From an optimization exercise on the open Yosys and OpenROAD flow, aimed at small area and a short achievable clock period; shortcuts taken in it are not production practice.
The RTL was checked by simulation tests, not by an equivalence proof against the original design.

==> v39 <==
## sync_fifo
module sync_fifo #(
    parameter DWIDTH = 32,
    parameter AWIDTH = 5
) (
    input  wire              clk, rstn,
    input  wire              wren, rden,
    input  wire [DWIDTH-1:0] din,
    output wire [DWIDTH-1:0] dout,
    output wire              full,
    output wire              empty
);   
    localparam DEPTH = 1 << AWIDTH;
    reg [AWIDTH:0]   cnt;         
    reg              empty_q;     
    reg              one_q;       
    reg              full_q;      
    reg [AWIDTH-1:0] wptr, rptr;  
    reg [DWIDTH-1:0] head;        
    assign empty = empty_q;
    assign full  = full_q;
    assign dout  = head;
    wire do_wr = wren & ~full_q;
    wire do_rd = rden & ~empty_q;
    wire load_din = empty_q | (one_q & rden);
    wire load_buf = rden & ~empty_q & ~one_q;
    wire wr_buf = do_wr & ~load_din;
    function automatic [AWIDTH-1:0] lfsr_next(input [AWIDTH-1:0] p);
        lfsr_next = {p[AWIDTH-2:0], p[4] ^ p[2]};
    endfunction
    wire [DWIDTH-1:0] buf_rdata;
    fifo_mem #(
        .DWIDTH(DWIDTH),
        .AWIDTH(AWIDTH)
    ) u_fifomem (
        .clk  (clk),
        .wen  (~full_q),
        .waddr(wptr),
  ...
==> module fifo_mem, before the edit <==
module fifo_mem #(
    parameter int DWIDTH = 32,
    parameter int AWIDTH = 5
) (   
    input  wire              clk, wen,
    input  wire [AWIDTH-1:0] waddr, raddr,
    input  wire [DWIDTH-1:0] wdata,
    output wire [DWIDTH-1:0] rdata
);  
    localparam int DEPTH = 1 << AWIDTH;
    reg [DWIDTH-1:0] mem[1:DEPTH-1];
    genvar i;
    generate
        for (i = 1; i < DEPTH; i = i + 1) begin : g_row
            always @(posedge clk) begin
                if (wen && waddr == i) mem[i] <= wdata;
            end
        end
    endgenerate
    wire [DWIDTH-1:0] rows[DEPTH];
    assign rows[0] = mem[DEPTH-1];
    generate
        for (i = 1; i < DEPTH; i = i + 1) begin : g_rd
            assign rows[i] = mem[i];
        end
    endgenerate
    assign rdata = rows[raddr];
endmodule
==> module sync_fifo, before the edit <==
module sync_fifo #(
    parameter DWIDTH = 32,
    parameter AWIDTH = 5
) (
    input  wire              clk, rstn,
    input  wire              wren, rden,
    input  wire [DWIDTH-1:0] din,
    output wire [DWIDTH-1:0] dout,
    output wire              full,
    output wire              empty
);   
    localparam DEPTH = 1 << AWIDTH;
    reg [AWIDTH:0]   cnt;         
    reg              empty_q;     
    reg              one_q;       
    reg              full_q;      
    reg [AWIDTH-1:0] wptr, rptr;  
    reg [DWIDTH-1:0] head;        
    assign empty = empty_q;
    assign full  = full_q;
    assign dout  = head;
    wire do_wr = wren & ~full_q;
    wire do_rd = rden & ~empty_q;
    wire load_din = empty_q | (one_q & rden);
    wire load_buf = rden & ~empty_q & ~one_q;
    wire wr_buf = do_wr & ~load_din;
    function automatic [AWIDTH-1:0] lfsr_next(input [AWIDTH-1:0] p);
        lfsr_next = {p[AWIDTH-2:0], p[4] ^ p[2]};
    endfunction
    wire [DWIDTH-1:0] buf_rdata;
    fifo_mem #(
        .DWIDTH(DWIDTH),
        .AWIDTH(AWIDTH)
    ) u_fifomem (
        .clk  (clk),
        .wen  (~full_q),
        .waddr(wptr),
        .raddr(rptr),
        .wdata(din),
        .rdata(buf_rdata)
    );
    always @(posedge clk) begin
        if (load_din) head <= din;
        else if (load_buf) head <= buf_rdata;
    end
    wire inc = do_wr & ~do_rd;
    wire dec = do_rd & ~do_wr;
    wire [AWIDTH:0] cnt_up = cnt + 1'b1;
    wire [AWIDTH:0] cnt_dn = cnt - 1'b1;
    always @(posedge clk or negedge rstn) begin
        if (~rstn) begin
            cnt     <= 0;
            empty_q <= 1'b1;
            one_q   <= 1'b0;
            full_q  <= 1'b0;
            wptr    <= 1;
            rptr    <= 1;
        end else begin
            if (inc) begin
                cnt     <= cnt_up;
                empty_q <= 1'b0;
                one_q   <= empty_q;
                full_q  <= cnt == DEPTH - 1;
            end else if (dec) begin
                cnt     <= cnt_dn;
                empty_q <= one_q;
                one_q   <= cnt == 2;
                full_q  <= 1'b0;
            end
            if (wr_buf) wptr <= lfsr_next(wptr);
            if (load_buf) rptr <= lfsr_next(rptr);
        end
    end
endmodule
clock: 4.0 ns
lec_check: 0
cap_margin: 20
core_margin: 2
core_utilization: 40
setup_slack_margin: 2.0
slew_margin: 20
run.sh (not shown) runs the stock make flow with config.mk's settings and CLKGATE_MAP_FILE= SYNTH_SCRIPT=/design/flow/synth_recipe.tcl, a recipe that flattens the netlist after the stock synthesis.
==> v3 (differences from v39) <==
CORE_UTILIZATION = 65   (was 40)
==> v15 (differences from v39) <==
==> flow/design.v (replaced) <==
module rd_ao222n (
    input  wire a1, a2, b1, b2, c1, c2,
    output wire y
);
    assign y = ~((a1 & a2) | (b1 & b2) | (c1 & c2));
endmodule
module rd_nand2 (
    input  wire a, b,
    output wire y
);
    assign y = ~(a & b);
endmodule
module rd_nand3 (
    input  wire a, b, c,
    output wire y
);
    assign y = ~(a & b & c);
endmodule
module rd_nand4 (
    input  wire a, b, c, d,
    output wire y
);
    assign y = ~(a & b & c & d);
endmodule
module rd_nor3 (
    input  wire a, b, c,
    output wire y
);
    assign y = ~(a | b | c);
endmodule
module rd_nor31 (
    input  wire [30:0] sel,
    input  wire [30:0] d,
    output wire        y
);
    wire [10:0] t;
    wire [2:0]  u;
    genvar p;
    generate
        for (p = 0; p < 10; p = p + 1) begin : g_tri
            rd_ao222n u_ao (
                .a1(sel[3*p]),   .a2(d[3*p]),
                .b1(sel[3*p+1]), .b2(d[3*p+1]),
                .c1(sel[3*p+2]), .c2(d[3*p+2]),
                .y (t[p])
            );
        end
    endgenerate
    rd_nand2 u_last (.a(sel[30]), .b(d[30]), .y(t[10]));
    rd_nand4 u_n0 (.a(t[0]), .b(t[1]), .c(t[2]), .d(t[3]), .y(u[0]));
    rd_nand4 u_n1 (.a(t[4]), .b(t[5]), .c(t[6]), .d(t[7]), .y(u[1]));
    rd_nand3 u_n2 (.a(t[8]), .b(t[9]), .c(t[10]), .y(u[2]));
    rd_nor3 u_y (.a(u[0]), .b(u[1]), .c(u[2]), .y(y));
endmodule
module fifo_mem #(
    parameter int DWIDTH = 32,
    parameter int NROWS  = 31
) (   
    input  wire              clk,
    input  wire [NROWS-1:0]  wsel, rsel,
    input  wire [DWIDTH-1:0] wdata,
    output wire [DWIDTH-1:0] rdata_n
);  
    reg [DWIDTH-1:0] mem[NROWS];
    genvar i, j;
    generate
        for (i = 0; i < NROWS; i = i + 1) begin : g_row
            always @(posedge clk) begin
                if (wsel[i]) mem[i] <= wdata;
            end
        end
        for (j = 0; j < DWIDTH; j = j + 1) begin : g_bit
            wire [NROWS-1:0] col;
            for (i = 0; i < NROWS; i = i + 1) begin : g_col
                assign col[i] = mem[i][j];
            end
            rd_nor31 u_or (.sel(rsel), .d(col), .y(rdata_n[j]));
        end
    endgenerate
endmodule
module sync_fifo #(
    parameter DWIDTH = 32,
    parameter AWIDTH = 5
) (
    input  wire              clk, rstn,
    input  wire              wren, rden,
    input  wire [DWIDTH-1:0] din,
    output wire [DWIDTH-1:0] dout,
    output wire              full,
    output wire              empty
);   
    localparam DEPTH = 1 << AWIDTH;
    localparam NROWS = DEPTH - 1;
    localparam JW = DEPTH / 2;
    reg [AWIDTH:0]   cnt;         
    reg              empty_q;     
    reg              one_q;       
    reg              full_q;      
    reg [AWIDTH-1:0] wptr;        
    reg [JW-1:0]     rptr;        
    reg [DWIDTH-1:0] head;        
    assign empty = empty_q;
    assign full  = full_q;
    assign dout  = head;
    wire do_wr = wren & ~full_q;
    wire do_rd = rden & ~empty_q;
    wire load_din = empty_q | (one_q & rden);
    wire load_buf = rden & ~empty_q & ~one_q;
    wire hold = ~load_din & ~load_buf;
    wire wr_buf = do_wr & ~load_din;
    function automatic [AWIDTH-1:0] lfsr_next(input [AWIDTH-1:0] p);
        lfsr_next = {p[AWIDTH-2:0], p[4] ^ p[2]};
    endfunction
    function automatic [JW-1:0] john_next(input [JW-1:0] p);
        john_next = {p[JW-2:0], ~(p[JW-1] & p[JW-2])};
    endfunction
    reg [NROWS-1:0] wsel, rsel;
    always @(*) begin
        reg [AWIDTH-1:0] ws;
        ws = 1;
        for (int k = 0; k < NROWS; k = k + 1) begin
            wsel[k] = ~full_q & (wptr == ws);
            ws = lfsr_next(ws);
        end
        for (int k = 0; k < NROWS; k = k + 1) begin
            if (k == 0)
                rsel[k] = rptr[0] & ~rptr[1];
            else if (k < JW - 1)
                rsel[k] = rptr[k] & ~rptr[k+1];
            else if (k == JW - 1)
                rsel[k] = rptr[JW-1] & rptr[0];
            else
                rsel[k] = ~rptr[k-JW] & rptr[k-JW+1];
        end
    end
    wire [DWIDTH-1:0] buf_rdata_n;   
    fifo_mem #(
        .DWIDTH(DWIDTH),
        .NROWS (NROWS)
    ) u_fifomem (
        .clk  (clk),
        .wsel (wsel),
        .rsel (rsel),
        .wdata(din),
        .rdata_n(buf_rdata_n)
    );
    always @(posedge clk) begin
        head <= (din & {DWIDTH{load_din}}) | (~buf_rdata_n & {DWIDTH{load_buf}})
              | (head & {DWIDTH{hold}});
    end
    wire inc = do_wr & ~do_rd;
    wire dec = do_rd & ~do_wr;
    wire [AWIDTH:0] cnt_up = cnt + 1'b1;
    wire [AWIDTH:0] cnt_dn = cnt - 1'b1;
    always @(posedge clk or negedge rstn) begin
        if (~rstn) begin
            cnt     <= 0;
            empty_q <= 1'b1;
            one_q   <= 1'b0;
            full_q  <= 1'b0;
            wptr    <= 1;
            rptr    <= 1;
        end else begin
            if (inc) begin
                cnt     <= cnt_up;
                empty_q <= 1'b0;
                one_q   <= empty_q;
                full_q  <= cnt == DEPTH - 1;
            end else if (dec) begin
                cnt     <= cnt_dn;
                empty_q <= one_q;
                one_q   <= cnt == 2;
                full_q  <= 1'b0;
            end
            if (wr_buf) wptr <= lfsr_next(wptr);
            if (load_buf) rptr <= john_next(rptr);
        end
    end
endmodule
CORE_UTILIZATION = 50   (was 40)
CTS_CLUSTER_DIAMETER = 100   (was not set)
CTS_CLUSTER_SIZE = 25   (was not set)
SETUP_SLACK_MARGIN = 1.95   (was 2.0)
SYNTH_HIERARCHICAL = 1   (was not set)
SYNTH_MINIMUM_KEEP_SIZE = 0   (was not set)
==> summary.md <==
| Metric | Value |
|---|---|
| Inserted Diodes | 1 |
| Metal1 wirelength | roughly 42000 um |
| Share of the synthesized area in the top cell type | about four fifths |
| CTS sink cnt | approximately 1.1k |
| P&R area growth vs syn | 18.3% |
| Mapped Area | ~37000 um2 |
| Status | no timing/DRC/antenna violations |
| CP max stage delay | 0.49 ns |
| Commonest cells post-synth | 992 x edfxtp_1, 320 x a222oi_1, 69 x nor2_1 |
-- figures above: v15

==> summary.md <==
| Metric | Value |
|---|---|
| Status | no timing/DRC/antenna violations |
| Metal1 wirelength | between 50000 and 60000 um |
| CTS sink cnt | between 1k and 1.5k |
| Share of the synthesized area in the top cell type | between 70% and 80% |
| Mapped Area | just under 40000 um2 |
| Inserted Diodes | 4 |
| CP max stage delay | about 0.66 ns |
| P&R area growth vs syn | 30.7% |
-- figures above: v39

==> summary.md <==
| Metric | Value |
|---|---|
| Status | no timing/DRC/antenna violations |
| Inserted Diodes | 4 |
| CTS sink cnt | between 1k and 1.5k |
| Mapped Area | 38700 um2 |
| CP max stage delay | ~0.44 ns |
-- figures above: v3

## afterwards: timing with drivers on the ports
The flow's constraints put no driver on any port. The routed layouts listed below were extracted and timed again, unchanged, in two steps.
Step 1, drivers: a clkbuf_16 drives clk and a buf_2 each remaining input, both assumed.
Step 2 moves the port delays by t, midway between the first and last clock arrival at a register: inputs arrive t later, outputs are due t later. That takes back most of the time a late clock gives input paths.
a / b / c = ideal ports / drivers / drivers and shift; a / b = the first two.
run | shift t [ns] | slack for setup (ns) | cell pins on the clock port's net
v39 | 0.759 | 1.343 / 1.343 / 1.245 | 1
v3 | 0.747 | 1.217 / 1.217 / 1.145 | 1
v15 | 0.703 | 1.544 / 1.544 / 1.122 | 1
After both steps setup and hold are still met in every run listed. The setup slack of v15, which loses most, moves by 0.000 ns with the drivers and by -0.422 ns with both steps.
